This is an optimization exercise on Yosys and OpenROAD, whose aim is small area, a short achievable clock period and few clock cycles, not a production implementation.
RTL that was checked went through simulation tests only; none was proved equivalent to the original.
The RTL of runs 2 to 4 was laid out without a check of its function.

==> flow/design.v, too long to show whole: its modules and the start of the top module <==
// module csa_fa: 6 lines
// module csa_ha: 6 lines
// module gan_nu: 1417 lines
// module GAN_shared_hw: 200 lines
module GAN_shared_hw (x1, x2, x3, x4,
                     w_l1_11, w_l1_12, w_l1_13, w_l1_14, w_l1_21, w_l1_22, w_l1_23, w_l1_24, w_l1_31, w_l1_32, w_l1_33, w_l1_34, w_l1_41, w_l1_42, w_l1_43, w_l1_44, b_l1_1, b_l1_2, b_l1_3, b_l1_4,
                     w_l2_11, w_l2_12, w_l2_21, w_l2_22, w_l2_31, w_l2_32, w_l2_41, w_l2_42, b_l2_1, b_l2_2,
                     w_l3_11, w_l3_21, b_l3_1,
                     w_l4_11, b_l4_1,
                     w_l5_11, b_l5_1,
                     w_l6_11, w_l6_12, b_l6_1, b_l6_2,
                     w_l7_11, w_l7_12, w_l7_13, w_l7_14, w_l7_21, w_l7_22, w_l7_23, w_l7_24, b_l7_1, b_l7_2, b_l7_3, b_l7_4,
                     w_l8_11, w_l8_12, w_l8_13, w_l8_14, w_l8_21, w_l8_22, w_l8_23, w_l8_24, w_l8_31, w_l8_32, w_l8_33, w_l8_34, w_l8_41, w_l8_42, w_l8_43, w_l8_44, b_l8_1, b_l8_2, b_l8_3, b_l8_4,
                     f1, f2, f3, f4, Done, Start, Reset, Clock);
  // ...
==> flow/flow/run.sh <==
#!/bin/bash
set -euo pipefail
export BUFFER_PORTS_ARGS="-buffer_cell sky130_fd_sc_hd__buf_1"
bash standard.sh SETUP_SLACK_MARGIN=5.5 finish > standard_flow.log 2>&1
==> flow/standard.sh <==
#!/bin/bash
# synth_recipe.tcl (not shown) runs the flow's synth.tcl, then flattens the netlist and writes it again
# the make line also repeats each setting of config.mk as NAME=value (left out here)
make -C /OpenROAD-flow-scripts/flow DESIGN_CONFIG=/design/flow/config.mk WORK_HOME=/design/flow/orfs CLKGATE_MAP_FILE= SYNTH_SCRIPT=/design/flow/synth_recipe.tcl "${@:-finish}"
==> flow/config.mk <==
export PLATFORM = sky130hd
export DESIGN_NAME = GAN_shared_hw
export DESIGN_NICKNAME = GAN_shared_hw
export VERILOG_FILES = /design/flow/design.v
export SDC_FILE = /design/flow/constraint.sdc
export NUM_CORES = 4
export LEC_CHECK = 0
export ABC_AREA = 1
export CAP_MARGIN = 20
export CORE_MARGIN = 2
export CORE_UTILIZATION = 60
export CTS_BUF_LIST = sky130_fd_sc_hd__clkbuf_8
export SLEW_MARGIN = 60
export SYNTH_HIERARCHICAL = 1
==> flow/constraint.sdc <==
create_clock -name core_clock -period 12.5 [get_ports {Clock}]
set_input_delay 2.5000 -clock core_clock [delete_from_list [all_inputs] [get_ports {Clock}]]
set_output_delay 2.5000 -clock core_clock [all_outputs]
set_load 0.01 [all_outputs]
==> summary.md, run 1 <==
| Metric | Value |
|---|---|
| Fin worst setup slack | between 5000 and 6000 ps |
| Initial antenna violation count | 34 |
| Design Area, Final | between 60,000 and 70,000 um2 |
| Min Tclk post-route | 6798 ps |
| Worst-path fanout max | 31 |
| Initial Utilization | 60.75% |
| Hold Worst Slack | roughly 540 ps |
| Synth cell types | 41 |
| Synth Area in Adders | 26.21% |
| Grt total ovfl | 0 |
| Post-synth top flop | edfxtp_1 |
| Critical R2R Capture | act0[6]$_DFFE_PP_ |
| Highest-delay cell along the critical path | fa_1 |
| Length of routed met2 wiring | just over 90,000 um |
| Largest delay contributor family on the critical path | adder cells |
| Post-synthesis mux area share | 0% |
| Max layer used | met5 |
| Mapped Avg Cell Area | 9.534 um2 |
| Status | complete, no violations |
| Seq_cells | about 600 |
| Multi-input gate area | 33,970 um2 |
Testbench counts, summed over its fixed seeds: cycles 4,160.
==> module GAN_shared_hw, before the edit <==
module GAN_shared_hw (x1, x2, x3, x4,
                     w_l1_11, w_l1_12, w_l1_13, w_l1_14, w_l1_21, w_l1_22, w_l1_23, w_l1_24, w_l1_31, w_l1_32, w_l1_33, w_l1_34, w_l1_41, w_l1_42, w_l1_43, w_l1_44, b_l1_1, b_l1_2, b_l1_3, b_l1_4,
                     w_l2_11, w_l2_12, w_l2_21, w_l2_22, w_l2_31, w_l2_32, w_l2_41, w_l2_42, b_l2_1, b_l2_2,
                     w_l3_11, w_l3_21, b_l3_1,
                     w_l4_11, b_l4_1,
                     w_l5_11, b_l5_1,
                     w_l6_11, w_l6_12, b_l6_1, b_l6_2,
                     w_l7_11, w_l7_12, w_l7_13, w_l7_14, w_l7_21, w_l7_22, w_l7_23, w_l7_24, b_l7_1, b_l7_2, b_l7_3, b_l7_4,
                     w_l8_11, w_l8_12, w_l8_13, w_l8_14, w_l8_21, w_l8_22, w_l8_23, w_l8_24, w_l8_31, w_l8_32, w_l8_33, w_l8_34, w_l8_41, w_l8_42, w_l8_43, w_l8_44, b_l8_1, b_l8_2, b_l8_3, b_l8_4,
                     f1, f2, f3, f4, Done, Start, Reset, Clock);
input Start, Reset, Clock;
input [5:0] x1, x2, x3, x4,
            w_l1_11, w_l1_12, w_l1_13, w_l1_14, w_l1_21, w_l1_22, w_l1_23, w_l1_24, w_l1_31, w_l1_32, w_l1_33, w_l1_34, w_l1_41, w_l1_42, w_l1_43, w_l1_44, b_l1_1, b_l1_2, b_l1_3, b_l1_4,
            w_l2_11, w_l2_12, w_l2_21, w_l2_22, w_l2_31, w_l2_32, w_l2_41, w_l2_42, b_l2_1, b_l2_2,
            w_l3_11, w_l3_21, b_l3_1,
            w_l4_11, b_l4_1,
            w_l5_11, b_l5_1,
            w_l6_11, w_l6_12, b_l6_1, b_l6_2,
            w_l7_11, w_l7_12, w_l7_13, w_l7_14, w_l7_21, w_l7_22, w_l7_23, w_l7_24, b_l7_1, b_l7_2, b_l7_3, b_l7_4,
            w_l8_11, w_l8_12, w_l8_13, w_l8_14, w_l8_21, w_l8_22, w_l8_23, w_l8_24, w_l8_31, w_l8_32, w_l8_33, w_l8_34, w_l8_41, w_l8_42, w_l8_43, w_l8_44, b_l8_1, b_l8_2, b_l8_3, b_l8_4;
output [31:0] f1, f2, f3, f4;
output Done;
wire Start, Reset, Clock;
wire [5:0] x1, x2, x3, x4,
            w_l1_11, w_l1_12, w_l1_13, w_l1_14, w_l1_21, w_l1_22, w_l1_23, w_l1_24, w_l1_31, w_l1_32, w_l1_33, w_l1_34, w_l1_41, w_l1_42, w_l1_43, w_l1_44, b_l1_1, b_l1_2, b_l1_3, b_l1_4,
            w_l2_11, w_l2_12, w_l2_21, w_l2_22, w_l2_31, w_l2_32, w_l2_41, w_l2_42, b_l2_1, b_l2_2,
            w_l3_11, w_l3_21, b_l3_1,
            w_l4_11, b_l4_1,
            w_l5_11, b_l5_1,
            w_l6_11, w_l6_12, b_l6_1, b_l6_2,
            w_l7_11, w_l7_12, w_l7_13, w_l7_14, w_l7_21, w_l7_22, w_l7_23, w_l7_24, b_l7_1, b_l7_2, b_l7_3, b_l7_4,
            w_l8_11, w_l8_12, w_l8_13, w_l8_14, w_l8_21, w_l8_22, w_l8_23, w_l8_24, w_l8_31, w_l8_32, w_l8_33, w_l8_34, w_l8_41, w_l8_42, w_l8_43, w_l8_44, b_l8_1, b_l8_2, b_l8_3, b_l8_4;
wire [31:0] f1, f2, f3, f4;
reg [3:0] cyc;      
reg done_r;
wire idle = (cyc == 4'd0) & ~done_r;
assign Done = done_r;
always @(posedge Clock) begin
  if (!Reset) begin
    cyc <= 4'd0;
    done_r <= 1'b0;
  end else if (idle) begin
    if (Start) cyc <= 4'd1;
  end else if (cyc == 4'd11) begin
    cyc <= 4'd0;
    done_r <= 1'b1;
  end else if (cyc != 4'd0) begin
    cyc <= cyc + 4'd1;
  end
end
reg [5:0] s_w2_11, s_w2_12, s_w2_21, s_w2_22, s_w2_31, s_w2_32, s_w2_41, s_w2_42, s_b2_1, s_b2_2;
reg [5:0] s_w3_11, s_w3_21, s_b3_1, s_w4_11, s_b4_1, s_w5_11, s_b5_1;
reg [5:0] s_w6_11, s_w6_12, s_b6_1, s_b6_2;
reg [5:0] s_w7_11, s_w7_12, s_w7_13, s_w7_14, s_w7_21, s_w7_22, s_w7_23, s_w7_24;
reg [5:0] s_b7_1, s_b7_2, s_b7_3, s_b7_4;
reg [5:0] s_w8_11, s_w8_12, s_w8_13, s_w8_14, s_w8_21, s_w8_22, s_w8_23, s_w8_24;
reg [5:0] s_w8_31, s_w8_32, s_w8_33, s_w8_34, s_w8_41, s_w8_42, s_w8_43, s_w8_44;
reg [5:0] s_b8_1, s_b8_2, s_b8_3, s_b8_4;
always @(posedge Clock) begin
  if (idle) begin
    s_w2_11 <= w_l2_11; s_w2_12 <= w_l2_12; s_w2_21 <= w_l2_21; s_w2_22 <= w_l2_22;
    s_w2_31 <= w_l2_31; s_w2_32 <= w_l2_32; s_w2_41 <= w_l2_41; s_w2_42 <= w_l2_42;
    s_b2_1 <= b_l2_1; s_b2_2 <= b_l2_2;
    s_w3_11 <= w_l3_11; s_w3_21 <= w_l3_21; s_b3_1 <= b_l3_1;
    s_w4_11 <= w_l4_11; s_b4_1 <= b_l4_1; s_w5_11 <= w_l5_11; s_b5_1 <= b_l5_1;
    s_w6_11 <= w_l6_11; s_w6_12 <= w_l6_12; s_b6_1 <= b_l6_1; s_b6_2 <= b_l6_2;
    s_w7_11 <= w_l7_11; s_w7_12 <= w_l7_12; s_w7_13 <= w_l7_13; s_w7_14 <= w_l7_14;
    s_w7_21 <= w_l7_21; s_w7_22 <= w_l7_22; s_w7_23 <= w_l7_23; s_w7_24 <= w_l7_24;
    s_b7_1 <= b_l7_1; s_b7_2 <= b_l7_2; s_b7_3 <= b_l7_3; s_b7_4 <= b_l7_4;
    s_w8_11 <= w_l8_11; s_w8_12 <= w_l8_12; s_w8_13 <= w_l8_13; s_w8_14 <= w_l8_14;
    s_w8_21 <= w_l8_21; s_w8_22 <= w_l8_22; s_w8_23 <= w_l8_23; s_w8_24 <= w_l8_24;
    s_w8_31 <= w_l8_31; s_w8_32 <= w_l8_32; s_w8_33 <= w_l8_33; s_w8_34 <= w_l8_34;
    s_w8_41 <= w_l8_41; s_w8_42 <= w_l8_42; s_w8_43 <= w_l8_43; s_w8_44 <= w_l8_44;
    s_b8_1 <= b_l8_1; s_b8_2 <= b_l8_2; s_b8_3 <= b_l8_3; s_b8_4 <= b_l8_4;
  end
end
reg [5:0] n00, n01, n02, n03, nb0, n10, n11, n12, n13, nb1;
always @(*) begin
  case (cyc)
    4'd1: begin  
      n00 = w_l1_13; n01 = w_l1_23; n02 = w_l1_33; n03 = w_l1_43; nb0 = b_l1_3;
      n10 = w_l1_14; n11 = w_l1_24; n12 = w_l1_34; n13 = w_l1_44; nb1 = b_l1_4;
    end
    4'd2: begin  
      n00 = s_w2_11; n01 = s_w2_21; n02 = s_w2_31; n03 = s_w2_41; nb0 = s_b2_1;
      n10 = s_w2_12; n11 = s_w2_22; n12 = s_w2_32; n13 = s_w2_42; nb1 = s_b2_2;
    end
    4'd3: begin  
      n00 = s_w3_11; n01 = s_w3_21; n02 = s_w8_31; n03 = s_w8_41; nb0 = s_b3_1;
      n10 = s_w6_12; n11 = s_w7_22; n12 = s_w8_32; n13 = s_w8_42; nb1 = s_b6_2;
    end
    4'd4: begin  
      n00 = s_w4_11; n01 = s_w7_21; n02 = s_w8_31; n03 = s_w8_41; nb0 = s_b4_1;
      n10 = s_w6_12; n11 = s_w7_22; n12 = s_w8_32; n13 = s_w8_42; nb1 = s_b6_2;
    end
    4'd5: begin  
      n00 = s_w5_11; n01 = s_w7_21; n02 = s_w8_31; n03 = s_w8_41; nb0 = s_b5_1;
      n10 = s_w6_12; n11 = s_w7_22; n12 = s_w8_32; n13 = s_w8_42; nb1 = s_b6_2;
    end
    4'd6: begin  
      n00 = s_w6_11; n01 = s_w7_21; n02 = s_w8_31; n03 = s_w8_41; nb0 = s_b6_1;
      n10 = s_w6_12; n11 = s_w7_22; n12 = s_w8_32; n13 = s_w8_42; nb1 = s_b6_2;
    end
    4'd7: begin  
      n00 = s_w7_11; n01 = s_w7_21; n02 = s_w8_31; n03 = s_w8_41; nb0 = s_b7_1;
      n10 = s_w7_12; n11 = s_w7_22; n12 = s_w8_32; n13 = s_w8_42; nb1 = s_b7_2;
    end
    4'd8: begin  
      n00 = s_w7_13; n01 = s_w7_23; n02 = s_w8_31; n03 = s_w8_41; nb0 = s_b7_3;
      n10 = s_w7_14; n11 = s_w7_24; n12 = s_w8_32; n13 = s_w8_42; nb1 = s_b7_4;
    end
    4'd9: begin  
      n00 = s_w8_11; n01 = s_w8_21; n02 = s_w8_31; n03 = s_w8_41; nb0 = s_b8_1;
      n10 = s_w8_12; n11 = s_w8_22; n12 = s_w8_32; n13 = s_w8_42; nb1 = s_b8_2;
    end
    4'd10: begin  
      n00 = s_w8_13; n01 = s_w8_23; n02 = s_w8_33; n03 = s_w8_43; nb0 = s_b8_3;
      n10 = s_w8_14; n11 = s_w8_24; n12 = s_w8_34; n13 = s_w8_44; nb1 = s_b8_4;
    end
    default: begin  
      n00 = w_l1_11; n01 = w_l1_21; n02 = w_l1_31; n03 = w_l1_41; nb0 = b_l1_1;
      n10 = w_l1_12; n11 = w_l1_22; n12 = w_l1_32; n13 = w_l1_42; nb1 = b_l1_2;
    end
  endcase
end
function [8:0] benc;
  input [5:0] w;
  reg [6:0] x;
  integer d;
  begin
    x = {w, 1'b0};
    for (d = 0; d < 3; d = d + 1) begin
      benc[d]     = x[2*d+1] ^ x[2*d];
      benc[3 + d] = (x[2*d+2] & ~x[2*d+1] & ~x[2*d]) | (~x[2*d+2] & x[2*d+1] & x[2*d]);
      benc[6 + d] = x[2*d+2];
    end
  end
endfunction
function [7:0] negs;
  input [8:0] e;
  begin
    negs = {7'd0, e[6]} + {5'd0, e[7], 2'd0} + {3'd0, e[8], 4'd0};
  end
endfunction
wire [8:0] q00 = benc(n00), q01 = benc(n01), q02 = benc(n02), q03 = benc(n03);
wire [8:0] q10 = benc(n10), q11 = benc(n11), q12 = benc(n12), q13 = benc(n13);
wire [7:0] qk0 = {{2{nb0[5]}}, nb0} + negs(q00) + negs(q01) + negs(q02) + negs(q03);
wire [7:0] qk1 = {{2{nb1[5]}}, nb1} + negs(q10) + negs(q11) + negs(q12) + negs(q13);
reg [8:0] e00, e01, e02, e03, e10, e11, e12, e13;
reg [7:0] k0, k1;
always @(posedge Clock) begin
  e00 <= q00; e01 <= q01; e02 <= q02; e03 <= q03;
  e10 <= q10; e11 <= q11; e12 <= q12; e13 <= q13;
  k0 <= qk0; k1 <= qk1;
end
reg [31:0] act0, act1, act2, act3;
reg [30:0] o0, o1;
wire [30:0] r0, r1;
gan_nu NU0 (.a0(act0), .a1(act1), .a2(act2), .a3(act3),
            .e0(e00), .e1(e01), .e2(e02), .e3(e03), .k(k0), .r(r0));
gan_nu NU1 (.a0(act0), .a1(act1), .a2(act2), .a3(act3),
            .e0(e10), .e1(e11), .e2(e12), .e3(e13), .k(k1), .r(r1));
always @(posedge Clock) begin
  if (idle) begin
    act0 <= {{26{x1[5]}}, x1};
    act1 <= {{26{x2[5]}}, x2};
    act2 <= {{26{x3[5]}}, x3};
    act3 <= {{26{x4[5]}}, x4};
  end else begin
    case (cyc)
      4'd2, 4'd9: begin
        act0 <= {1'b0, o0}; act1 <= {1'b0, o1}; act2 <= {1'b0, r0}; act3 <= {1'b0, r1};
      end
      4'd3: begin
        act0 <= {1'b0, r0}; act1 <= {1'b0, r1}; act2 <= 32'd0; act3 <= 32'd0;
      end
      4'd4: begin
        act0 <= {1'b0, r0}; act1 <= 32'd0;
      end
      4'd5, 4'd6: begin
        act0 <= {1'b0, r0};
      end
      4'd7, 4'd11: begin
        act0 <= {1'b0, r0}; act1 <= {1'b0, r1};
      end
      default: ;
    endcase
  end
end
always @(posedge Clock) begin
  if (cyc == 4'd1 || cyc == 4'd8 || cyc == 4'd10) begin
    o0 <= r0;
    o1 <= r1;
  end
end
assign f1 = {1'b0, o0};
assign f2 = {1'b0, o1};
assign f3 = act0;
assign f4 = act1;
endmodule
==> run 2, diff against run 1 <==
--- a/flow/design.v
+++ b/flow/design.v
@@ -9,17 +9,17 @@
 output s, co;
 assign s = a ^ b;
 assign co = a & b;
 endmodule
 module gan_nu (a0, a1, a2, a3, e0, e1, e2, e3, k, r);
 input [31:0] a0, a1, a2, a3;
 input [8:0] e0, e1, e2, e3;
 input [7:0] k;
-output [30:0] r;
+output [31:0] r;
 wire [31:0] pp0_0;
 assign pp0_0[0] = ((e0[0] & a0[0]) | (e0[3] & 1'b0)) ^ e0[6];
 assign pp0_0[1] = ((e0[0] & a0[1]) | (e0[3] & a0[0])) ^ e0[6];
 assign pp0_0[2] = ((e0[0] & a0[2]) | (e0[3] & a0[1])) ^ e0[6];
 assign pp0_0[3] = ((e0[0] & a0[3]) | (e0[3] & a0[2])) ^ e0[6];
 assign pp0_0[4] = ((e0[0] & a0[4]) | (e0[3] & a0[3])) ^ e0[6];
 assign pp0_0[5] = ((e0[0] & a0[5]) | (e0[3] & a0[4])) ^ e0[6];
 assign pp0_0[6] = ((e0[0] & a0[6]) | (e0[3] & a0[5])) ^ e0[6];
@@ -1419,18 +1419,17 @@
 assign s0[28] = t641;
 assign s1[28] = t640;
 assign s0[29] = t643;
 assign s1[29] = t642;
 assign s0[30] = t645;
 assign s1[30] = t644;
 assign s0[31] = t647;
 assign s1[31] = t646;
-wire [31:0] sum = s0 + s1;
-assign r = sum[31] ? 31'd0 : sum[30:0];
+assign r = s0 + s1;
 endmodule
 module GAN_shared_hw (x1, x2, x3, x4,
                      w_l1_11, w_l1_12, w_l1_13, w_l1_14, w_l1_21, w_l1_22, w_l1_23, w_l1_24, w_l1_31, w_l1_32, w_l1_33, w_l1_34, w_l1_41, w_l1_42, w_l1_43, w_l1_44, b_l1_1, b_l1_2, b_l1_3, b_l1_4,
                      w_l2_11, w_l2_12, w_l2_21, w_l2_22, w_l2_31, w_l2_32, w_l2_41, w_l2_42, b_l2_1, b_l2_2,
                      w_l3_11, w_l3_21, b_l3_1,
                      w_l4_11, b_l4_1,
                      w_l5_11, b_l5_1,
                      w_l6_11, w_l6_12, b_l6_1, b_l6_2,
@@ -1572,58 +1571,71 @@
   end
 endfunction
 wire [8:0] q00 = benc(n00), q01 = benc(n01), q02 = benc(n02), q03 = benc(n03);
 wire [8:0] q10 = benc(n10), q11 = benc(n11), q12 = benc(n12), q13 = benc(n13);
 wire [7:0] qk0 = {{2{nb0[5]}}, nb0} + negs(q00) + negs(q01) + negs(q02) + negs(q03);
 wire [7:0] qk1 = {{2{nb1[5]}}, nb1} + negs(q10) + negs(q11) + negs(q12) + negs(q13);
 reg [8:0] e00, e01, e02, e03, e10, e11, e12, e13;
 reg [7:0] k0, k1;
+reg rmode;    
 always @(posedge Clock) begin
   e00 <= q00; e01 <= q01; e02 <= q02; e03 <= q03;
   e10 <= q10; e11 <= q11; e12 <= q12; e13 <= q13;
   k0 <= qk0; k1 <= qk1;
+  if (idle) rmode <= 1'b0;
+  else if (cyc == 4'd2) rmode <= 1'b1;
 end
-reg [31:0] act0, act1, act2, act3;
-reg [30:0] o0, o1;
-wire [30:0] r0, r1;
+wire [31:0] act0, act1, act2, act3;
+wire z0 = rmode & act0[31], z1 = rmode & act1[31], z2 = rmode & act2[31], z3 = rmode & act3[31];
+wire [8:0] d00 = {e00[8:6], e00[5:0] & {6{~z0}}}, d01 = {e01[8:6], e01[5:0] & {6{~z1}}};
+wire [8:0] d02 = {e02[8:6], e02[5:0] & {6{~z2}}}, d03 = {e03[8:6], e03[5:0] & {6{~z3}}};
+wire [8:0] d10 = {e10[8:6], e10[5:0] & {6{~z0}}}, d11 = {e11[8:6], e11[5:0] & {6{~z1}}};
+wire [8:0] d12 = {e12[8:6], e12[5:0] & {6{~z2}}}, d13 = {e13[8:6], e13[5:0] & {6{~z3}}};
+reg [31:0] a0_r, a1_r, a2_r, a3_r;
+reg [31:0] o0, o1;
+wire [31:0] r0, r1;
+assign act0 = a0_r;
+assign act1 = a1_r;
+assign act2 = a2_r;
+assign act3 = a3_r;
 gan_nu NU0 (.a0(act0), .a1(act1), .a2(act2), .a3(act3),
-            .e0(e00), .e1(e01), .e2(e02), .e3(e03), .k(k0), .r(r0));
+            .e0(d00), .e1(d01), .e2(d02), .e3(d03), .k(k0), .r(r0));
 gan_nu NU1 (.a0(act0), .a1(act1), .a2(act2), .a3(act3),
-            .e0(e10), .e1(e11), .e2(e12), .e3(e13), .k(k1), .r(r1));
+            .e0(d10), .e1(d11), .e2(d12), .e3(d13), .k(k1), .r(r1));
 always @(posedge Clock) begin
   if (idle) begin
-    act0 <= {{26{x1[5]}}, x1};
-    act1 <= {{26{x2[5]}}, x2};
-    act2 <= {{26{x3[5]}}, x3};
-    act3 <= {{26{x4[5]}}, x4};
+    a0_r <= {{26{x1[5]}}, x1};
+    a1_r <= {{26{x2[5]}}, x2};
+    a2_r <= {{26{x3[5]}}, x3};
+    a3_r <= {{26{x4[5]}}, x4};
   end else begin
     case (cyc)
       4'd2, 4'd9: begin
-        act0 <= {1'b0, o0}; act1 <= {1'b0, o1}; act2 <= {1'b0, r0}; act3 <= {1'b0, r1};
+        a0_r <= o0; a1_r <= o1; a2_r <= r0; a3_r <= r1;
       end
       4'd3: begin
-        act0 <= {1'b0, r0}; act1 <= {1'b0, r1}; act2 <= 32'd0; act3 <= 32'd0;
+        a0_r <= r0; a1_r <= r1; a2_r <= 32'd0; a3_r <= 32'd0;
       end
       4'd4: begin
-        act0 <= {1'b0, r0}; act1 <= 32'd0;
+        a0_r <= r0; a1_r <= 32'd0;
       end
       4'd5, 4'd6: begin
-        act0 <= {1'b0, r0};
+        a0_r <= r0;
       end
       4'd7, 4'd11: begin
-        act0 <= {1'b0, r0}; act1 <= {1'b0, r1};
+        a0_r <= r0; a1_r <= r1;
       end
       default: ;
     endcase
   end
 end
 always @(posedge Clock) begin
   if (cyc == 4'd1 || cyc == 4'd8 || cyc == 4'd10) begin
     o0 <= r0;
     o1 <= r1;
   end
 end
-assign f1 = {1'b0, o0};
-assign f2 = {1'b0, o1};
-assign f3 = act0;
-assign f4 = act1;
+assign f1 = {1'b0, o0[30:0] & {31{~o0[31]}}};
+assign f2 = {1'b0, o1[30:0] & {31{~o1[31]}}};
+assign f3 = {1'b0, act0[30:0] & {31{~act0[31]}}};
+assign f4 = {1'b0, act1[30:0] & {31{~act1[31]}}};
 endmodule
==> flow/flow/run.sh (replaced) <==
#!/bin/bash
# The standard layout (synthesis included), with the port buffers made
# of the smallest buffer cell.
set -euo pipefail
export BUFFER_PORTS_ARGS="-buffer_cell sky130_fd_sc_hd__buf_1"
bash standard.sh finish > standard_flow.log 2>&1
==> flow/config.mk (replaced) <==
export PLATFORM = sky130hd
export DESIGN_NAME = GAN_shared_hw
export DESIGN_NICKNAME = GAN_shared_hw
export VERILOG_FILES = /design/flow/design.v
export SDC_FILE = /design/flow/constraint.sdc
export NUM_CORES = 4
export LEC_CHECK = 0
export CAP_MARGIN = 20
export CORE_MARGIN = 2
export CORE_UTILIZATION = 40
export SETUP_SLACK_MARGIN = 5
export SLEW_MARGIN = 60
export SYNTH_HIERARCHICAL = 1
==> summary.md, run 2 <==
| Metric | Value |
|---|---|
| Slew @ Worst Pin | 664.8 ps (was 645.0 ps) |
| Most common cell after layout, fill and taps aside | xnor2_1 (was nand2_1) |
| Post-Syn Area | 53,440 um2 (was 54,850 um2) |
| Synth top area cells | edfxtp_1 29%, fa_1 24%, xnor2_1 13% (was edfxtp_1 28%, fa_1 24%, xor2_1 11%) |
| Iter 0 DRT Violations | 5,272 (was 6,367) |
| Met3 WL post-DR | 19,790 um (was 22,360 um) |
| Vert. Die Dim | 369.5 um (was 306.3 um) |
| Min-delay worst type | reg2reg (unchanged) |
| Row count | 134 (was 110) |
| Nets@finish | 6,314 (was 7,450) |
| Post-DRT Antenna Nets | 0 (unchanged) |
| Initial Utilization | 40.19% (was 60.75%) |
| Initial antenna violation count | 28 (was 34) |
| Critical path's largest stage delay | 630 ps (about the same) |
| Total track usage | 30.49% (was 44.17%) |
| Total routed wirelength | 211,000 um (was 207,200 um) |
| DP Wirelength | 162,000 um (was 164,600 um) |
| Clock-pin slew of the registers on the worst-case setup and hold paths | 70 ps (about the same) |
| DIE WIDTH | 369.5 um (was 306.3 um) |
| Fill count | 12,320 (was 7,517) |
| Max-slew headroom | 55.36% (was 57.00%) |
| Worst Skew | 57.02 ps (was 68.80 ps) |
| Largest net degree at the start of global routing | 70 (was 125) |
| Num CTS Buffers | 66 (was 98) |
| Flip-flop and latch area | 17,220 um2 (was 17,150 um2) |
| Worst skew pair latency | 690 ps (was 780 ps) |
| I/O pin cnt | 594 (unchanged) |
| Worst-path fanout max | 31 (unchanged) |
| Synth Warn # | 7 (unchanged) |
| Post-synth top cells | 772 x xnor2_1, 754 x a22oi_1, 648 x fa_1, 510 x edfxtp_1, 245 x nand2_1 (was 1,105 x nand2_1, 710 x xor2_1, 688 x o22ai_1, 653 x inv_1, 648 x fa_1) |
| Inst Count DP | 6,779 (was 7,291) |
| Max H-tree Level | 3 (unchanged) |
| Grt total ovfl | 0 (unchanged) |
| Final Hold Viols | 0 (unchanged) |
| Share of layout cells above drive strength 1 | 9.821% (was 5.537%) |
| Hold_buf cts | 0 (unchanged) |
| R2R depth | 19 (unchanged) |
| Number of global-route vias before repair | 42,480 (was 45,090) |
| Fin. max-slew vios | 0 (unchanged) |
| Seq cells post-synth | 604 (was 601) |
| Gates resized, CTS repair | 0 (unchanged) |
| Final Non-Filler Cells | 6,932 (was 7,509) |
| Max layer used | met5 (unchanged) |
| Vias per std cell | 6.101 (was 6.157) |
| Highest-delay cell along the critical path | fa_1 (unchanged) |
| Reg2Reg Launch Point | a0_r[31]$_DFFE_PP_ (was e02[0]$_DFF_P_) |
| First-pass GRT wire length | 303,600 um (was 301,400 um) |
| Ys async rst share | 0% (unchanged) |
| Worst EP required | 12,910 ps (was 13,070 ps) |
| Fin util | 46.02% (was 66.75%) |
| Most numerous cell on the critical path | fa_1 (unchanged) |
| Gpl congestion | 0.9462 (was 1.046) |
| Max-Cap Viols | 0 (unchanged) |
| Worst reg2reg setup slack | 5270 ps (was 5700 ps) |
| Fin worst setup slack | 5275 ps (was 5702 ps) |
| Hold depth | 2 (unchanged) |
| Core ar. | 133,000 um2 (was 90,290 um2) |
| Status | complete, no violations (unchanged) |
| Critical R2R Capture | a1_r[25]$_DFFE_PP_ (was act0[6]$_DFFE_PP_) |
| Hold EP | rmode$_SDFFE_PP0P_ (was e00[0]$_DFF_P_) |
| Mapped Cells | 4,512 (was 5,753) |
| Sequential-to-total area share from yosys stat | 32.18% (was 31.21%) |
| # setup viols final | 0 (unchanged) |
| M1 wire length | 76,480 um (was 71,490 um) |
| Cell with the most instances after synthesis | xnor2_1 (was nand2_1) |
| Length of routed met2 wiring | 99,850 um (was 91,620 um) |
| Mapped Avg Cell Area | 11.84 um2 (was 9.534 um2) |
| Fin crit share | 57.80% (was 54.38%) |
| Kind of critical path | reg2reg (unchanged) |
| Critical Path, Cell by Cell | nand2_1 > and2_1 > buf_4 > a22oi_1 > xnor2_1 > fa_1 > fa_1 > fa_1 > fa_1 > fa_1 > ha_1 > a21oi_1 > o21ai_0 > a2bb2oi_1 > o311ai_4 > o2bb2ai_2 > o21ai_0 > xor2_1 > a221o_1 (was clkinv_2 > o22ai_1 > xor2_1 > fa_1 > fa_1 > fa_1 > fa_1 > fa_1 > ha_1 > a21o_1 > nor2_1 > nand2_1 > a21oi_1 > nand2_1 > nand2_1 > nand2_4 > nor2_1 > o21ai_0 > o21ai_0) |
| RSZ-0062 raised after global routing | false (unchanged) |
| Synth area leader | edfxtp_1 (unchanged) |
| DR pass1 iterations | 7 (was 9) |
| Pre-CTS setup slack | 5378 ps (was 5817 ps) |
| Die area | 136,500 um2 (was 93,840 um2) |
| CTS tree | built (unchanged) |
| Multi-input gate area | 34,640 um2 (was 33,970 um2) |
| Via count | 42,290 (was 46,230) |
| Critical path capture point type | flop (unchanged) |
| Post-CTS Repair Setup Buffers | 0 (unchanged) |
| Synth cell types | 91 (was 41) |
| CP startpoint kind | flop (unchanged) |
| # DRC | 0 (unchanged) |
| CTS Sinks | 604 (was 601) |
| CTS Root Cell | clkbuf_16 (was clkbuf_8) |
| Drt wl/cell | 30.44 um (was 27.60 um) |
| Min Tclk post-route | 7225 ps (was 6798 ps) |
| Worst EP arrival | 7630 ps (was 7370 ps) |
| PortBufs | 589 (was 591) |
| Setup TNS Final | 0 ps (unchanged) |
| CTS max path bufs | 3 (unchanged) |
| Synth-to-Final Area Change | 14.50% (was 9.883%) |
| Post-synth top area share | 28.66% (was 27.81%) |
| Max Clock Freq | 0.1384 GHz (was 0.1471 GHz) |
| Post-synth top flop | edfxtp_1 (unchanged) |
| Most frequent cells in the layout | 772 x xnor2_1, 754 x a22oi_1, 648 x fa_1 (was 1,099 x nand2_1, 709 x xor2_1, 688 x o22ai_1) |
| Post-synth EDFFs | 510 (was 508) |
| Hold Crit Start | rmode$_SDFFE_PP0P_ (was s_w2_11[0]$_DFFE_PP_) |
## run 2: worst max-delay path by stage
stage | startpoint | end | slack [ps] | cells past startpoint
4_1_cts | a0_r[31]$_DFFE_PP_ | a1_r[25]$_DFFE_PP_ | 5350 | 19
2_1_floorplan | a0_r[31]$_DFFE_PP_ | a1_r[25]$_DFFE_PP_ | 6150 | 21
3_5_place_dp | a1_r[31]$_DFFE_PP_ | a1_r[25]$_DFFE_PP_ | 5380 | 19
6_report | a0_r[31]$_DFFE_PP_ | a1_r[25]$_DFFE_PP_ | 5270 | 19
5_1_grt | a0_r[31]$_DFFE_PP_ | a1_r[31]$_DFFE_PP_ | 5040 | 18
3_3_place_gp | a0_r[31]$_DFFE_PP_ | a0_r[27]$_DFFE_PP_ | 5270 | 18
## run 2: through the flow
stage / cell area (um2) / hold WS [ps]
finish: 61180 / 537.3
global route: 61150 / 566.1
floorplan: 53460 / 453.8
global placement: 57170 / 516.7
CTS: 60970 / 534.5
detailed placement: 58700 / 527.5
## run 2: worst max-delay path, delay by kind of cell, from the launching register on
kind / cells / cell delay (ps)
simple gates: 2 / 670
flops: 1 / 560
compound gates: 8 / 1870
xor+xnor: 2 / 380
fa+ha+maj: 6 / 3090
buf+inv: 1 / 390
## run 2: metal layers
layer,GRT usage [%],vias up
li1,-,17630
met1,37.60,21220
met2,49.60,2914
met3,6.146,511
met4,17.79,10
met5,0,-
## run 2: final cells by class
type	instances	area share, %
diodes	22	0.08998
multi-input cells	3492	56.61
inverters	59	0.3742
clock buffers	76	2.820
well taps	1768	3.615
repair buffers	866	7.456
clock inverters	45	0.8936
flip-flops and latches	604	28.14
## run 2: cells by family after synthesis
| family | synth area share [%] |
|---|---|
| multiplexers | 0.2178 |
| flip-flops | 32.18 |
| buffers and inverters | 3.358 |
| XOR/XNOR | 13.11 |
| adder cells (fa/ha/maj) | 26.90 |
| AO/OA/AOI/OAI | 18.23 |
| AND/OR/NAND/NOR | 5.992 |
| other | 0.007018 |
## run 2: Yosys stat by module (local to each module, per instance)
module,cells,area [um2],flip-flops and latches,copies in the design
csa_ha,1,12.51,0,14
csa_fa,1,20.02,0,634
GAN_shared_hw,1706,24580,604,1
gan_nu,1079,7996,0,2
==> run 3, diff against run 2 <==
--- a/flow/design.v
+++ b/flow/design.v
@@ -1576,35 +1576,17 @@
 wire [7:0] qk1 = {{2{nb1[5]}}, nb1} + negs(q10) + negs(q11) + negs(q12) + negs(q13);
-reg [8:0] e00, e01, e02, e03, e10, e11, e12, e13;
-reg [7:0] k0, k1;
-reg rmode;    
-always @(posedge Clock) begin
-  e00 <= q00; e01 <= q01; e02 <= q02; e03 <= q03;
-  e10 <= q10; e11 <= q11; e12 <= q12; e13 <= q13;
-  k0 <= qk0; k1 <= qk1;
-  if (idle) rmode <= 1'b0;
-  else if (cyc == 4'd2) rmode <= 1'b1;
-end
-wire [31:0] act0, act1, act2, act3;
-wire z0 = rmode & act0[31], z1 = rmode & act1[31], z2 = rmode & act2[31], z3 = rmode & act3[31];
-wire [8:0] d00 = {e00[8:6], e00[5:0] & {6{~z0}}}, d01 = {e01[8:6], e01[5:0] & {6{~z1}}};
-wire [8:0] d02 = {e02[8:6], e02[5:0] & {6{~z2}}}, d03 = {e03[8:6], e03[5:0] & {6{~z3}}};
-wire [8:0] d10 = {e10[8:6], e10[5:0] & {6{~z0}}}, d11 = {e11[8:6], e11[5:0] & {6{~z1}}};
-wire [8:0] d12 = {e12[8:6], e12[5:0] & {6{~z2}}}, d13 = {e13[8:6], e13[5:0] & {6{~z3}}};
-reg [31:0] a0_r, a1_r, a2_r, a3_r;
+reg [31:0] act0, act1, act2, act3;
 reg [31:0] o0, o1;
 wire [31:0] r0, r1;
-assign act0 = a0_r;
-assign act1 = a1_r;
-assign act2 = a2_r;
-assign act3 = a3_r;
 gan_nu NU0 (.a0(act0), .a1(act1), .a2(act2), .a3(act3),
-            .e0(d00), .e1(d01), .e2(d02), .e3(d03), .k(k0), .r(r0));
+            .e0(e00), .e1(e01), .e2(e02), .e3(e03), .k(k0), .r(r0));
 gan_nu NU1 (.a0(act0), .a1(act1), .a2(act2), .a3(act3),
-            .e0(d10), .e1(d11), .e2(d12), .e3(d13), .k(k1), .r(r1));
-always @(posedge Clock) begin
+            .e0(e10), .e1(e11), .e2(e12), .e3(e13), .k(k1), .r(r1));
+reg [31:0] an0, an1, an2, an3;    
+always @(*) begin
+  an0 = act0; an1 = act1; an2 = act2; an3 = act3;
   if (idle) begin
-    a0_r <= {{26{x1[5]}}, x1};
-    a1_r <= {{26{x2[5]}}, x2};
-    a2_r <= {{26{x3[5]}}, x3};
-    a3_r <= {{26{x4[5]}}, x4};
+    an0 = {{26{x1[5]}}, x1};
+    an1 = {{26{x2[5]}}, x2};
+    an2 = {{26{x3[5]}}, x3};
+    an3 = {{26{x4[5]}}, x4};
   end else begin
@@ -1612,15 +1594,15 @@
       4'd2, 4'd9: begin
-        a0_r <= o0; a1_r <= o1; a2_r <= r0; a3_r <= r1;
+        an0 = o0; an1 = o1; an2 = r0; an3 = r1;
       end
       4'd3: begin
-        a0_r <= r0; a1_r <= r1; a2_r <= 32'd0; a3_r <= 32'd0;
+        an0 = r0; an1 = r1; an2 = 32'd0; an3 = 32'd0;
       end
       4'd4: begin
-        a0_r <= r0; a1_r <= 32'd0;
+        an0 = r0; an1 = 32'd0;
       end
       4'd5, 4'd6: begin
-        a0_r <= r0;
+        an0 = r0;
       end
       4'd7, 4'd11: begin
-        a0_r <= r0; a1_r <= r1;
+        an0 = r0; an1 = r1;
       end
@@ -1630,2 +1612,14 @@
 end
+wire sums = (cyc >= 4'd2);
+wire zn0 = sums & an0[31], zn1 = sums & an1[31], zn2 = sums & an2[31], zn3 = sums & an3[31];
+reg [8:0] e00, e01, e02, e03, e10, e11, e12, e13;
+reg [7:0] k0, k1;
+always @(posedge Clock) begin
+  act0 <= an0; act1 <= an1; act2 <= an2; act3 <= an3;
+  e00 <= {q00[8:6], q00[5:0] & {6{~zn0}}}; e01 <= {q01[8:6], q01[5:0] & {6{~zn1}}};
+  e02 <= {q02[8:6], q02[5:0] & {6{~zn2}}}; e03 <= {q03[8:6], q03[5:0] & {6{~zn3}}};
+  e10 <= {q10[8:6], q10[5:0] & {6{~zn0}}}; e11 <= {q11[8:6], q11[5:0] & {6{~zn1}}};
+  e12 <= {q12[8:6], q12[5:0] & {6{~zn2}}}; e13 <= {q13[8:6], q13[5:0] & {6{~zn3}}};
+  k0 <= qk0; k1 <= qk1;
+end
 always @(posedge Clock) begin
==> summary.md, run 3 <==
| Metric | Value |
|---|---|
| I/O pin cnt | 594 (unchanged) |
| Slew @ Worst Pin | 634.1 ps (was 664.8 ps) |
| Worst EP arrival | 7840 ps (was 7630 ps) |
| Kind of critical path | reg2reg (unchanged) |
| Share of layout cells above drive strength 1 | 9.452% (was 9.821%) |
| Post-synth top cells | 772 x xnor2_1, 751 x a22oi_1, 648 x fa_1, 506 x edfxtp_1, 212 x clkbuf_1 (was 772 x xnor2_1, 754 x a22oi_1, 648 x fa_1, 510 x edfxtp_1, 245 x nand2_1) |
| Initial Utilization | 40.42% (was 40.19%) |
| Most common cell after layout, fill and taps aside | xnor2_1 (unchanged) |
| Synth area leader | edfxtp_1 (unchanged) |
| Area after DPL | 58,730 um2 (was 58,700 um2) |
| Fin crit share | 57.97% (was 57.80%) |
| Hold Crit Start | done_r$_SDFFE_PN0P_ (was rmode$_SDFFE_PP0P_) |
| DIE WIDTH | 369.2 um (was 369.5 um) |
| Max-slew headroom | 57.66% (was 55.36%) |
| Setup TNS Final | 0 ps (unchanged) |
| Largest net degree at the start of global routing | 126 (was 70) |
| Synth Warn # | 7 (unchanged) |
| Total routed wirelength | 201,900 um (was 211,000 um) |
| Fill count | 12,240 (was 12,320) |
| Critical R2R Capture | e00[5]$_DFF_P_ (was a1_r[25]$_DFFE_PP_) |
| Critical path capture point type | flop (unchanged) |
| Clock-pin slew of the registers on the worst-case setup and hold paths | 60 ps (was 70 ps) |
| Min Tclk post-route | 7247 ps (was 7225 ps) |
| Max Clock Freq | 0.1380 GHz (was 0.1384 GHz) |
| First-pass GRT wire length | 295,100 um (was 303,600 um) |
| Seq cells post-synth | 603 (was 604) |
| # DRC | 0 (unchanged) |
| Synth-to-Final Area Change | 15.40% (was 14.50%) |
| Multi-input gate area | 34,870 um2 (was 34,640 um2) |
| Num CTS Buffers | 72 (was 66) |
| Worst Skew | 50.40 ps (was 57.02 ps) |
| Post-synth EDFFs | 506 (was 510) |
| DP Wirelength | 156,500 um (was 162,000 um) |
| Mapped Cells | 4,544 (was 4,512) |
| R2R depth | 18 (was 19) |
| Worst-path fanout max | 32 (was 31) |
| Cell with the most instances after synthesis | xnor2_1 (unchanged) |
| RSZ-0062 raised after global routing | false (unchanged) |
| Post-DRT Antenna Nets | 0 (unchanged) |
| Synth top area cells | edfxtp_1 28%, fa_1 24%, xnor2_1 13% (was edfxtp_1 29%, fa_1 24%, xnor2_1 13%) |
| Inst Count DP | 6,775 (was 6,779) |
| Grt total ovfl | 0 (unchanged) |
| Post-synth top flop | edfxtp_1 (unchanged) |
| Vias per std cell | 6.078 (was 6.101) |
| Mapped Avg Cell Area | 11.74 um2 (was 11.84 um2) |
| CTS max path bufs | 3 (unchanged) |
| Worst reg2reg setup slack | 5250 ps (was 5270 ps) |
| Die area | 136,300 um2 (was 136,500 um2) |
| Ys async rst share | 0% (unchanged) |
| Number of global-route vias before repair | 43,240 (was 42,480) |
| Total track usage | 29.42% (was 30.49%) |
| Max-Cap Viols | 0 (unchanged) |
| DR pass1 iterations | 11 (was 7) |
| CTS tree | built (unchanged) |
| Min-delay worst type | reg2reg (unchanged) |
| Nets@finish | 6,333 (was 6,314) |
| Post-CTS Repair Setup Buffers | 0 (unchanged) |
| Iter 0 DRT Violations | 4,349 (was 5,272) |
| Worst EP required | 13,090 ps (was 12,910 ps) |
| Final Non-Filler Cells | 6,931 (was 6,932) |
| Sequential-to-total area share from yosys stat | 32.12% (was 32.18%) |
| Vert. Die Dim | 369.2 um (was 369.5 um) |
| PortBufs | 589 (unchanged) |
| Post-synth top area share | 28.48% (was 28.66%) |
| Synth cell types | 84 (was 91) |
| # setup viols final | 0 (unchanged) |
| Design Area, Final | 61,560 um2 (was 61,180 um2) |
| CP startpoint kind | flop (unchanged) |
| Final Hold Viols | 0 (unchanged) |
| Post-Syn Area | 53,340 um2 (was 53,440 um2) |
| Hold EP | done_r$_SDFFE_PN0P_ (was rmode$_SDFFE_PP0P_) |
| Drt wl/cell | 29.13 um (was 30.44 um) |
| Max H-tree Level | 3 (unchanged) |
| Worst skew pair latency | 710 ps (was 690 ps) |
| Via count | 42,130 (was 42,290) |
| CTS Root Cell | clkbuf_16 (unchanged) |
| Gpl congestion | 0.9342 (was 0.9462) |
| Fin. max-slew vios | 0 (unchanged) |
| Most frequent cells in the layout | 772 x xnor2_1, 751 x a22oi_1, 648 x fa_1 (was 772 x xnor2_1, 754 x a22oi_1, 648 x fa_1) |
| Hold depth | 2 (unchanged) |
| Row count | 133 (was 134) |
| Initial antenna violation count | 23 (was 28) |
| Reg2Reg Launch Point | e00[0]$_DFF_P_ (was a0_r[31]$_DFFE_PP_) |
| Status | complete, no violations (unchanged) |
| Core ar. | 132,000 um2 (was 133,000 um2) |
| CTS Sinks | 603 (was 604) |
| Flip-flop and latch area | 17,220 um2 (unchanged) |
==> run 3: cell count changes after synthesis, moves of 11 or more <==
cell | previous run | this run
a21oi_1 | 93 | 140
a221o_1 | 45 | 23
a221oi_1 | 21 | 85
a221oi_2 | 20 | 3
a31oi_1 | 38 | 16
and2_1 | 55 | 5
buf_2 | 48 | 32
buf_6 | 14 | 3
clkbuf_1 | 172 | 212
nand2_1 | 245 | 150
nor2_1 | 79 | 166
nor3_1 | 19 | 32
or3_1 | 2 | 18
==> run 3: worst max-delay path, stage by stage (launching register included) <==
cell	delay [ps]
dfxtp_1	310
buf_4	460
a22oi_1	220
xnor2_1	200
fa_1	600
fa_1	450
fa_1	540
fa_1	580
fa_1	450
ha_1	450
nand4_1	400
nor4_4	520
nand2_1	120
o21bai_2	310
o311ai_2	270
a221oi_2	490
a211oi_4	200
or4b_1	490
o31ai_1	80
==> run 3: timing repair <==
| action | CTS | global route |
|---|---|---|
| endpoints found under the setup margin | 0 | 6 |
| hold buffers | 0 | 0 |
| gates resized for setup | 0 | 2 |
==> run 3: area by class of cell <==
| class | instances | share of cell area [%] |
|---|---|---|
| clock buffers | 88 | 3.073 |
| clock inverters | 44 | 1.031 |
| well taps | 1755 | 3.567 |
| inverters | 51 | 0.3537 |
| multi-input cells | 3523 | 56.65 |
| flip-flops and latches | 603 | 27.97 |
| repair buffers | 854 | 7.299 |
| diodes | 13 | 0.05285 |
==> run 3: worst max path at each step <==
stage,startpoint,end
2_1_floorplan,e12[6]$_DFF_P_,e01[3]$_DFF_P_
6_report,e00[0]$_DFF_P_,e00[5]$_DFF_P_
4_1_cts,act0[18]$_DFFE_PP_,e00[5]$_DFF_P_
3_3_place_gp,e03[3]$_DFF_P_,e00[5]$_DFF_P_
5_1_grt,act0[12]$_DFFE_PP_,e01[5]$_DFF_P_
3_5_place_dp,act0[18]$_DFFE_PP_,e00[5]$_DFF_P_
==> run 3: logic make-up (layout without fill, tap and decap cells) <==
logic type                 Yosys count  in the layout  synth area share, %
and+or+nand+nor                    616            616                5.669
DFF                                603            603                32.12
other                                1             17             0.007030
adders and majority gates          763            763                27.02
AOI/OAI and AO/OA                 1326           1326                18.62
muxes                               12             12               0.2439
xor gates and xnor gates           802            802                13.17
buffers and inverters              421           1037                3.148
==> run 3: metrics by stage <==
stage	hold WS (ps)	setup slack [ps]	util [%]
2_1_floorplan	495.5	6301	-
5_1_grt	619.5	5076	46.64
6_report	551.2	5253	46.65
4_1_cts	544.3	5110	46.42
3_5_place_dp	530.7	5162	44.51
3_3_place_gp	515.4	4278	43.38
==> run 3: modules after synthesis, one instance, submodules excluded <==
module	area (um2)	copies in the design	flops+latches
csa_fa	20.02	634	0
csa_ha	12.51	14	0
gan_nu	7996	2	0
GAN_shared_hw	24480	1	603
==> run 3: layer usage <==
layer | GRT usage, % | routed length (um) | vias up
met4 | 15.02 | 12120 | 12
met1 | 35.00 | 72660 | 21530
li1 | - | - | 17770
met2 | 50.56 | 101200 | 2329
met5 | 0 | 81 | -
met3 | 5.710 | 15880 | 483
==> run 4, diff against run 3 <==
==> flow/flow/run.sh (replaced) <==
#!/bin/bash
set -euo pipefail
export BUFFER_PORTS_ARGS="-buffer_cell sky130_fd_sc_hd__buf_1"
bash standard.sh SETUP_SLACK_MARGIN=8 finish > standard_flow.log 2>&1
--- a/flow/config.mk
+++ b/flow/config.mk
@@ -9,4 +9,4 @@
 export CORE_MARGIN = 2
-export CORE_UTILIZATION = 40
-export SETUP_SLACK_MARGIN = 5
+export CORE_UTILIZATION = 60
+export CTS_BUF_LIST = sky130_fd_sc_hd__clkbuf_8
 export SLEW_MARGIN = 60
==> summary.md, run 4 <==
| Metric | Value |
|---|---|
| Pre-CTS setup slack | 5661 ps (was 5162 ps) |
| Max-Cap Viols | 0 (unchanged) |
| I/O pin cnt | 594 (unchanged) |
| Synth area leader | edfxtp_1 (unchanged) |
| Initial antenna violation count | 19 (was 23) |
| DIE WIDTH | 302.2 um (was 369.2 um) |
| Slew @ Worst Pin | 877.5 ps (was 634.1 ps) |
| CP startpoint kind | flop (unchanged) |
| Vert. Die Dim | 302.2 um (was 369.2 um) |
| Worst-path fanout max | 7 (was 32) |
| Via count | 46,730 (was 42,130) |
| Clock-pin slew of the registers on the worst-case setup and hold paths | 70 ps (was 60 ps) |
| Synth-to-Final Area Change | 31.61% (was 15.40%) |
| Post-synth top area share | 28.48% (unchanged) |
| Cell with the most instances after synthesis | xnor2_1 (unchanged) |
| # setup viols final | 0 (unchanged) |
| CTS tree | built (unchanged) |
| PortBufs | 589 (unchanged) |
| Critical path capture point type | flop (unchanged) |
| Hold_buf cts | 0 (unchanged) |
| Initial Utilization | 60.45% (was 40.42%) |
| Max Clock Freq | 0.1537 GHz (was 0.1380 GHz) |
| Num CTS Buffers | 101 (was 72) |
| Fin worst setup slack | 5994 ps (was 5253 ps) |
| RSZ-0062 raised after global routing | true (was false) |
| Post-synth top flop | edfxtp_1 (unchanged) |
| Synth Warn # | 7 (unchanged) |
| Largest net degree at the start of global routing | 67 (was 126) |
| Core ar. | 88,240 um2 (was 132,000 um2) |
| Sequential-to-total area share from yosys stat | 32.12% (unchanged) |
| Fin. max-slew vios | 0 (unchanged) |
| Min Tclk post-route | 6506 ps (was 7247 ps) |
| DP Wirelength | 146,500 um (was 156,500 um) |
| Iter 0 DRT Violations | 6,069 (was 4,349) |
| Nets@finish | 6,819 (was 6,333) |
| Grt total ovfl | 0 (unchanged) |
| Ys async rst share | 0% (unchanged) |
| Synth top area cells | edfxtp_1 28%, fa_1 24%, xnor2_1 13% (unchanged) |
| Seq cells post-synth | 603 (unchanged) |
| Row count | 109 (was 133) |
| Drt wl/cell | 31.24 um (was 29.13 um) |
| Post-synth EDFFs | 506 (unchanged) |
| Post-Syn Area | 53,340 um2 (unchanged) |
| Mapped Cells | 4,544 (unchanged) |
| Synth cell types | 84 (unchanged) |
| Setup TNS Final | 0 ps (unchanged) |
| Post-synth top cells | 772 x xnor2_1, 751 x a22oi_1, 648 x fa_1, 506 x edfxtp_1, 212 x clkbuf_1 (unchanged) |
| Final Hold Viols | 0 (unchanged) |
| Mapped Avg Cell Area | 11.74 um2 (unchanged) |
| Fin crit share | 52.05% (was 57.97%) |
| Status | complete, no violations (unchanged) |
| Fin util | 79.56% (was 46.65%) |
| Hold Worst Slack | 593.0 ps (was 551.2 ps) |
| Vias per std cell | 6.820 (was 6.078) |
| Worst Skew | 90.32 ps (was 50.40 ps) |
| Total routed wirelength | 214,100 um (was 201,900 um) |
| Kind of critical path | reg2reg (unchanged) |
| DR pass1 iterations | 8 (was 11) |
| Gpl congestion | 0.9525 (was 0.9342) |
| Post-DRT Antenna Nets | 0 (unchanged) |
| Worst skew pair latency | 830 ps (was 710 ps) |
| CTS Sinks | 603 (unchanged) |
| Share of layout cells above drive strength 1 | 29.82% (was 9.452%) |
| Max-slew headroom | 41.23% (was 57.66%) |
| CTS max path bufs | 3 (unchanged) |
| Max H-tree Level | 3 (unchanged) |
| First-pass GRT wire length | 299,600 um (was 295,100 um) |
| Worst EP arrival | 7210 ps (was 7840 ps) |
| Worst EP required | 13,200 ps (was 13,090 ps) |
| Most frequent cells in the layout | 702 x xnor2_1, 585 x fa_1, 582 x buf_1 (was 772 x xnor2_1, 751 x a22oi_1, 648 x fa_1) |
| Most common cell after layout, fill and taps aside | xnor2_1 (unchanged) |
| Number of global-route vias before repair | 46,430 (was 43,240) |
| Total track usage | 45.01% (was 29.42%) |
| # DRC | 0 (unchanged) |
| Die area | 91,310 um2 (was 136,300 um2) |
| Min-delay worst type | reg2reg (unchanged) |
| CTS Root Cell | clkbuf_8 (was clkbuf_16) |
## run 4: cell counts after synthesis
Identical to the previous run, type by type.
## run 4: modules after synthesis, one instance, submodules excluded
module | cells | copies in the design | cell area (um2) | flops+latches
GAN_shared_hw | 1738 | 1 | 24480 | 603
gan_nu | 1079 | 2 | 7996 | 0
csa_fa | 1 | 634 | 20.02 | 0
csa_ha | 1 | 14 | 12.51 | 0
## run 4: per-stage QoR
stage	instance area (um2)	instances
4_1_cts	67030	6670
6_report	70210	6852
2_1_floorplan	55740	4547
3_3_place_gp	58120	6033
3_5_place_dp	59420	6160
5_1_grt	70190	6846
## run 4: logic make-up after synthesis
group / after synthesis / synth area share [%]
AOI/OAI and AO/OA: 1326 / 18.62
xor gates and xnor gates: 802 / 13.17
adders and majority gates: 763 / 27.02
and+or+nand+nor: 616 / 5.669
DFF: 603 / 32.12
buffers and inverters: 421 / 3.148
muxes: 12 / 0.2439
other: 1 / 0.007030
## run 4: final cells by class
type / instances / area, um2
Multi-Input combinational cell: 3524 / 39750
Inverter: 51 / 207.7
Sequential cell: 603 / 17250
Fill cell: 5378 / 18030
Clock buffer: 106 / 1459
Tap cell: 1165 / 1458
Antenna cell: 17 / 42.54
Timing Repair Buffer: 1310 / 9497
Clock inverter: 76 / 549.3
## run 4: worst paths after layout
path / from / endpoint / slack (ps) / cells after the start
worst min register to register: o0[18]$_DFFE_PP_ / act0[18]$_DFFE_PP_ / 590 / 2
worst min-delay path: o0[18]$_DFFE_PP_ / act0[18]$_DFFE_PP_ / 590 / 2
worst max register to register: act1[14]$_DFFE_PP_ / e00[5]$_DFF_P_ / 5990 / 21
worst max-delay path: act1[14]$_DFFE_PP_ / e00[5]$_DFF_P_ / 5990 / 21
## run 4: what timing repair did
| item | 4_1_cts | 5_1_grt |
|---|---|---|
| endpoints found under the setup margin | 399 | 304 |
| pin swaps | 292 | 305 |
| gates resized for setup | 536 | 336 |
| buffers inserted | 324 | 159 |
| gates cloned | 4 | 3 |
## run 4: routing by layer
layer  global-route usage, %  part of all wire (%)
met2                   70.70                    47
met5                       0                0.0084
met3                   11.44                    11
met1                   52.25                    32
met4                   37.21                    10
## run 4: critical path: stages, from the launching register on
cell      delay (ps)
edfxtp_1         480
buf_4            240
a22oi_1          230
xnor2_1          220
fa_2             530
fa_1             500
fa_2             580
fa_1             420
fa_1             510
ha_4             310
nand4_1          210
nor4_4           340
buf_4            170
and3_4           160
o21bai_4         160
o311ai_4         140
buf_12           170
a221oi_4         240
a211oi_2         110
buf_4            170
or4b_1           460
o31ai_1           80

-- what the ideal ports hide --
The results above use ideal ports. As a check the final layouts listed here were re-extracted and re-timed, cells and wires unchanged. Step 1 assumes that a clkbuf_16 drives the clock port and a buf_2 every other input. Step 2 adds t to the input delays and takes it off the output delays; t is the mean of the earliest and latest rising clock arrival at the registers after step 1. Input paths then give back, and output paths get back, about the clock's delay inside the block. Slacks: ideal ports / drivers / drivers and shift; pairs: ideal ports / drivers.
run | t (ns) | setup WS [ns] | hold WS [ns] | worst setup path after step 2 | worst data-port slew with drivers (ns)
run 1 | 0.821 | 5.702 / 5.702 / 5.702 | 0.543 / 0.543 / 0.543 | register to register | 0.18
run 2 | 0.738 | 5.275 / 5.275 / 5.275 | 0.537 / 0.537 / 0.537 | register to register | 0.17
run 3 | 0.770 | 5.253 / 5.253 / 5.253 | 0.551 / 0.551 / 0.551 | register to register | 0.11
run 4 | 0.859 | 5.994 / 5.994 / 5.994 | 0.593 / 0.593 / 0.593 | register to register | 0.13
After both steps every run listed still meets setup and hold.
